Background: an optimization exercise with open tools, aiming at small area. Do not read the settings as production practice.
Function was checked by simulation only, so behaviour that the tests miss may differ from the original.
In this run the design's own scripts or RTL, not TritonCTS, make the clock network.
The flow treats the clock pin as an ideal source. Dropping or thinning the clock tree relies on that and would not hold on a real chip.
Power figures rest on the tool's default switching activity, not on a simulated workload.

--- design/flow/config.mk ---
export PLATFORM = sky130hd
export DESIGN_NAME = Traffic_light
export DESIGN_NICKNAME = Traffic_light
export VERILOG_FILES = /design/flow/design.v
export SDC_FILE = /design/flow/constraint.sdc
export NUM_CORES = 4
export LEC_CHECK = 0
export CAP_MARGIN = 20
export CORE_MARGIN = 2
export CORE_UTILIZATION = 25
export SLEW_MARGIN = 20
--- design/flow/constraint.sdc ---
create_clock -name core_clock -period 10.0 [get_ports {clk}]
set_input_delay 2.0000 -clock core_clock [delete_from_list [all_inputs] [get_ports {clk}]]
set_output_delay 2.0000 -clock core_clock [all_outputs]
set_load 0.01 [all_outputs]
--- design/flow/design.v ---
module delay_s (
	input clk,
	input load,
	output timeout
    );
	reg  [20:0] q;
	wire [20:0] c = q ^ 21'haaaaa;
	assign timeout = ((c & 21'h1fffbe) == 21'h112792);
	always @(posedge clk) begin
		q[0] <= (load ? 1'b1 : (c[20] ^ c[1])) ^ 1'b0;
		q[1] <= ((load | timeout) ? 1'b0 : c[0]) ^ 1'b1;
		q[2] <= (load ? 1'b1 : c[1]) ^ 1'b0;
		q[3] <= (load ? 1'b1 : c[2]) ^ 1'b1;
		q[4] <= (load ? 1'b0 : c[3]) ^ 1'b0;
		q[5] <= (load ? 1'b1 : c[4]) ^ 1'b1;
		q[6] <= (load ? 1'b0 : c[5]) ^ 1'b0;
		q[7] <= (load ? 1'b1 : c[6]) ^ 1'b1;
		q[8] <= (load ? 1'b0 : c[7]) ^ 1'b0;
		q[9] <= (load ? 1'b0 : c[8]) ^ 1'b1;
		q[10] <= (load ? 1'b0 : c[9]) ^ 1'b0;
		q[11] <= (load ? 1'b1 : c[10]) ^ 1'b1;
		q[12] <= (load ? 1'b1 : c[11]) ^ 1'b0;
		q[13] <= (load ? 1'b1 : c[12]) ^ 1'b1;
		q[14] <= (load ? 1'b1 : c[13]) ^ 1'b0;
		q[15] <= (load ? 1'b0 : c[14]) ^ 1'b1;
		q[16] <= (load ? 1'b1 : c[15]) ^ 1'b0;
		q[17] <= (load ? 1'b1 : c[16]) ^ 1'b1;
		q[18] <= (load ? 1'b0 : c[17]) ^ 1'b0;
		q[19] <= (load ? 1'b1 : c[18]) ^ 1'b1;
		q[20] <= (load ? 1'b0 : c[19]) ^ 1'b0;
	end
endmodule
module debounce(
	input button_bressed, clk, reset,
	output button_state
    );
	localparam [9:0] P  = 10'h2aa;
	localparam [9:0] S0 = 10'h155;
	reg b, cnt;
	reg  [9:0] q;
	wire [9:0] d = q ^ P;
	wire timeout = ((d & 10'h2ff) == 10'h2aa);
	always @(posedge clk, posedge reset)
		if (reset) begin
			b <= 1'b0;
			cnt <= 1'b0;
		end else if (cnt) begin
			if (timeout) begin
				cnt <= 1'b0;
				b <= button_bressed;
			end
		end else
			cnt <= button_bressed ^ b;
	always @(posedge clk)
		q <= (cnt ? {d[8:0], d[9] ^ d[6]} : S0) ^ P;
	assign button_state = b;
endmodule
module Traffic_light(
	input button_bressed, clk, reset,
	output green_led, yellow_led, red_led
    );
	reg g, a, x;
	wire b, timeout;
	debounce db (
		.button_bressed(button_bressed),
		.clk(clk),
		.reset(reset),
		.button_state(b)
	);
	delay_s tm (
		.clk(clk),
		.load(g),
		.timeout(timeout)
	);
	always @(posedge clk, posedge reset)
		if (reset) begin
			g <= 1'b1;
			a <= 1'b0;
			x <= 1'b1;
		end else begin
			g <= g ? ~b : (timeout & (((~a & x) & ~b) | (a & x)));
			a <= g ? (a & ~b) : (((~a & ~x) & (timeout ? 1'b0 : 1'b0)) | ((~a & x) & (b ? 1'b1 : 1'b0)) | ((a & ~x) & (timeout ? 1'b1 : 1'b1)) | ((a & x) & 1'b1));
			x <= g ? (x & ~b) : (((~a & ~x) & (timeout ? 1'b1 : 1'b0)) | ((~a & x) & (b ? 1'b0 : 1'b1)) | ((a & ~x) & (timeout ? 1'b1 : 1'b0)) | ((a & x) & 1'b1));
		end
	assign green_led = g;
	assign yellow_led = ~(a | x);
	assign red_led = ~(g | yellow_led);
endmodule
--- design/flow/flow/run.sh ---
#!/bin/bash
# Own layout flow: the standard ORFS flow (standard.sh) with
#  - the standard synthesis script, except that ABC maps with an area script,
#  - unit-size port buffers,
#  - a one-level clock tree built by flow/cts.tcl (3 buf_4 buffers off the clock port),
#  - power recovery (downsizing of gates off the critical path).
# Each step's full output stays in orfs/logs; make's output goes to flow_make.log.
set -euo pipefail
W=$PWD
export MY_ABC_SCRIPT=$W/flow/area.script
export MY_CTS_N=${MY_CTS_N:-3}
export MY_CTS_BUF=${MY_CTS_BUF:-sky130_fd_sc_hd__buf_4}
bash standard.sh \
  SYNTH_SCRIPT=$W/flow/my_synth.tcl \
  BUFFER_PORTS_ARGS="-buffer_cell sky130_fd_sc_hd__buf_1" \
  PRE_CTS_TCL=$W/flow/cts.tcl \
  RECOVER_POWER=100 \
  finish > $W/flow_make.log 2>&1
--- design/flow/flow/area.script ---
strash
dch -f
amap
topo
--- design/flow/flow/cts.tcl ---
# PRE_CTS_TCL hook: replaces clock_tree_synthesis with a one-level clock tree.
# The flip-flops are split into MY_CTS_N groups of near-equal size by position
# (k-means with a size cap); each group
# gets one MY_CTS_BUF buffer at its centre, driven straight from the clock port.
rename clock_tree_synthesis orig_clock_tree_synthesis
proc clock_tree_synthesis {args} {
  set block [ord::get_db_block]
  set db [ord::get_db]
  set k $::env(MY_CTS_N)
  set master [$db findMaster $::env(MY_CTS_BUF)]
  set clk [$block findNet clk]
  set sinks {}
  foreach it [$clk getITerms] {
    lappend sinks $it
  }
  # positions
  set pts {}
  foreach it $sinks {
    set b [[$it getInst] getBBox]
    lappend pts [list [expr {([$b xMin]+[$b xMax])/2.0}] [expr {([$b yMin]+[$b yMax])/2.0}]]
  }
  set n [llength $sinks]
  # k-means, initialised by sorting on x+y
  set order [lsort -real -indices [lmap p $pts {expr {[lindex $p 0]*1.0+[lindex $p 1]}}]]
  set cent {}
  for {set c 0} {$c < $k} {incr c} {
    lappend cent [lindex $pts [lindex $order [expr {int(($c+0.5)*$n/$k)}]]]
  }
  for {set iter 0} {$iter < 50} {incr iter} {
    # capacity-limited assignment: nearest pairs first, at most ceil(n/k) per group
    set cap [expr {($n + $k - 1) / $k}]
    set pairs {}
    set i 0
    foreach p $pts {
      for {set c 0} {$c < $k} {incr c} {
        set q [lindex $cent $c]
        lappend pairs [list [expr {abs([lindex $p 0]-[lindex $q 0]) + abs([lindex $p 1]-[lindex $q 1])}] $i $c]
      }
      incr i
    }
    set asg [lrepeat $n -1]
    set fill [lrepeat $k 0]
    foreach pr [lsort -real -index 0 $pairs] {
      lassign $pr d i c
      if {[lindex $asg $i] >= 0 || [lindex $fill $c] >= $cap} continue
      lset asg $i $c
      lset fill $c [expr {[lindex $fill $c] + 1}]
    }
    set newc {}
    for {set c 0} {$c < $k} {incr c} {
      set sx 0; set sy 0; set m 0
      foreach p $pts a $asg { if {$a == $c} { set sx [expr {$sx+[lindex $p 0]}]; set sy [expr {$sy+[lindex $p 1]}]; incr m } }
      if {$m > 0} { lappend newc [list [expr {$sx/$m}] [expr {$sy/$m}]] } else { lappend newc [lindex $cent $c] }
    }
    set cent $newc
  }
  for {set c 0} {$c < $k} {incr c} {
    set inst [odb::dbInst_create $block $master "clkbuf_leaf_$c"]
    set net [odb::dbNet_create $block "clknet_leaf_$c"]
    $net setSigType CLOCK
    [$inst findITerm A] connect $clk
    [$inst findITerm X] connect $net
    set q [lindex $cent $c]
    $inst setLocation [expr {int([lindex $q 0])}] [expr {int([lindex $q 1])}]
    $inst setPlacementStatus PLACED
    set m 0
    foreach it $sinks a $asg {
      if {$a == $c} { $it disconnect; $it connect $net; incr m }
    }
    puts "clock group $c: $m sinks, buffer at $q"
  }
  set_propagated_clock [all_clocks]
}
--- design/flow/flow/my_synth.tcl ---
proc synth {args} { yosys synth -nofsm -noshare {*}$args }
proc abc {args} {
  set i [lsearch -exact $args -script]
  if {$i >= 0 && [info exists ::env(MY_ABC_SCRIPT)]} { set args [lreplace $args [expr {$i+1}] [expr {$i+1}] $::env(MY_ABC_SCRIPT)] }
  yosys abc {*}$args
}
source $::env(SCRIPTS_DIR)/synth.tcl
# left out here: clear keep_hierarchy, flatten, clean up, hide names made inside functions, write 1_2_yosys.v
--- design/flow/standard.sh ---
#!/bin/bash
# synth_recipe.tcl (not shown) runs the flow's synth.tcl, then flattens the netlist and writes it again
# the make line also repeats each setting of config.mk as NAME=value (left out here)
make -C /OpenROAD-flow-scripts/flow DESIGN_CONFIG=/design/flow/config.mk WORK_HOME=/design/flow/orfs CLKGATE_MAP_FILE= SYNTH_SCRIPT=/design/flow/synth_recipe.tcl "${@:-finish}"
==> summary.txt <==
Floorplan
  – Total I/O pin count: 6
  – Core region area: 0.004000 mm2
  – Initial core utilization: 26.02%
  – Row count: 23
  – Die height: 68.53 um
  – Die Wd: 68.53 um
  – Die ar.: 0.004696 mm2

STA
  – Minimum clock period after layout: 3.252 ns
  – Fin. Hold Viols: 0
  – Fmax: 307.5 MHz
  – Max transition margin: 63.66%
  – Skew final: 0.007150 ns
  – Fin Setup TNS: 0 ns
  – Worst setup margin: 6.748 ns
  – Tcrit/Tclk final: 32.52%
  – Min Hold Slack: 0.3823 ns
  – # setup viols final: 0
  – Final Max Slew Viols: 0
  – RSZ-0062 raised after global routing: false
  – Slew @ Worst Pin: 0.5451 ns

Yosys
  – Avg Inst Size Synth: 10.73 um2
  – Syn nets: 100
  – Register area share after synthesis: 71.88%
  – Distinct cell type count after synthesis: 18
  – Post-Syn Area: 0.001041 mm2
  – Yosys top cell by area: dfxtp_1
  – Synthesized instance count: 97
  – FF+latch count, synth: 36
  – Syn. warnings: 3
  – Synth top area share: 59.62%
  – Largest cells by area after synthesis: dfxtp_1, nor2_1, dfrtp_1

Worst hold path
  – Hold_sp: tm.q[6]
  – Hold path depth: 1
  – Worst Hold Class: reg2reg
  – Hold EP: tm.q[7]

Finish
  – N_diodes: 0
  – Commonest non-fill, non-tap cell in the layout: dfxtp_1
  – Layout cell share with drive strength beyond 1: 3.810%
  – Non-filler cells, final: 155
  – Most frequent cells in the layout: dfxtp_1, nor2_1, nand2_1
  – Fillers: 398
  – Post-route design area: 0.001145 mm2
  – Layout Area Growth over Synthesis: 9.976%
  – Final nets: 110

Place
  – Pre-CTS setup slack: 7.085 ns
  – RePlAce Congestion: 0.6792
  – Placed Instance Area: 0.001122 mm2
  – # port buffers: 5
  – Placed cells: 152
  – HPWL after DPL: 1203 um

Power and ir drop
  – VDD IR-drop max: 102.9 uV
  – P per Cell Area: 212.6 mW/mm2
  – P_leak: 0.4671 nW

Setup path
  – Max stage delay on crit path: 0.87 ns
  – Bufs and invs on worst path: 1
  – Worst r2r path cells: 5
  – WP data required: 8.00 ns
  – Setup crit end kind: output pin
  – CP cell instances: nor2_1 -> buf_1
  – CP delay by family, top: flip-flops
  – CP max FO: 18
  – FF-to-FF End: g
  – Reg2reg start: tm.q[1]
  – FF-to-FF setup slack: 8.00 ns
  – Slowest-stage cell, CP: dfstp_1
  – Crit Path Class: reg2out
  – Type of origin of the critical path: flip-flop
  – WP data arrival: 1.25 ns

Outcome
  – Status: finished clean

Routing
  – Routed vias/inst: 4.194
  – Vias post-DR: 650
  – ANT nets after route: 0
  – DRC errors left: 0
  – Pre-Repair DR Iteration Count: 3
  – Wire per inst: 10.44 um
  – Final WL: 1618 um
  – Iter 0 DRT Violations: 7

GRT
  – Vias in the first global route: 647
  – First-pass GRT wire length: 2753 um
  – Total grt overflow: 0
  – Initial antenna violation count: 0
  – GRT Total Usage: 7.261%
  – Largest net degree at the start of global routing: 19

Run
  – Max-cap violations: 0

Clock network
  – Post-CTS Setup Inserts: 0
  – CTS resizes: 0
  – Clk slew on worst S/H paths: 0.10 ns
  – Clock Latency Late Sink: 0.15 ns
  – Hold Buf Count CTS: 0
## metal layers
metal	routed length [um]	part of all wire, %	up-vias	global-route usage [%]
li1	-	-	337	-
met1	754	47	304	8.793
met2	785	49	7	13.70
met3	53	3.3	2	0.9740
met4	25	1.5	0	1.250
met5	0	0	-	0
## cell type report
type	instances	area, um2	area share [%]
sequential	36	748.2	65.36
multi-input combinational	57	277.8	24.26
tap	50	62.56	5.464
buffer	3	22.52	1.967
timing repair buffer	5	18.77	1.639
inverter	4	15.01	1.311
## cells in the mapped netlist
cell       n
dfxtp_1   31
nor2_1    21
nand2_1   17
clkinv_1   4
dfrtp_1    3
nand3_1    3
a21oi_1    2
dfstp_2    2
o211ai_1   2
o32ai_1    2
or4_1      2
or4b_1     2
a221oi_1   1
nand2b_1   1
nand3b_1   1
nand4b_1   1
nor4_1     1
o21ai_0    1
## worst max path at each step
stage	from	end	slack [ns]	cells after the start
floorplan	g	red_led	7.21	1
global placement	g	red_led	7.10	2
detailed placement	g	red_led	7.09	2
CTS	g	red_led	6.92	2
global route	g	red_led	6.60	2
finish	g	red_led	6.75	2
## power by group
group	internal, mW	switching [mW]	leakage [nW]
registers	0.166	0.0128	0.309
clock network	0.0158	0.0334	0.0144
logic	0.00765	0.00753	0.144
total	0.190	0.0537	0.467
## cell families (layout without fill, tap and decap cells)
group                  Yosys count  after routing  share of synthesized area [%]
and+or+nand+nor                 49             49                          21.27
AOI/OAI and AO/OA                8              8                          5.408
DFF                             36             36                          71.88
buffers and inverters            4             12                          1.442
## sequential cells by signal, indices dropped and copies added (netlist names)
| name | flops |
|---|---|
| g | 1 |
| x | 1 |
| a | 1 |
| db.cnt | 1 |
| db.q | 10 |
| db.b | 1 |
| tm.q | 21 |
## stage by stage
step / utilization (%) / power (mW)
after floorplan: - / 0.1910
after global placement: 28.06 / 0.1960
after detailed placement: 28.06 / 0.1983
after CTS: 28.62 / 0.2470
after global routing: 28.62 / 0.2578
final: 28.62 / 0.2434

[separate check: timing with driven ports]
No port has a modelled driver above. Below, the same layout with a new extraction and two added sets of constraints.
Step 1, drivers: a clkbuf_16 drives clk and a buf_2 each remaining input, both assumed.
Step 2 also shifts input and output timing later by t, the mid clock arrival at the registers, as if the neighbouring blocks saw the same clock.
a / b / c = no drivers / after step 1 / after step 2; a / b = the first two.
t, ns: 0.178
setup slack, ns: 6.748 / 6.712 / 6.890
hold slack, ns: 0.382 / 0.382 / 0.382
slew at the worst register clock pin (ns): 0.11 / 0.11
After both steps this run still meets setup and hold. The setup slack of this run moves by -0.036 ns with the drivers and by +0.142 ns with both steps.
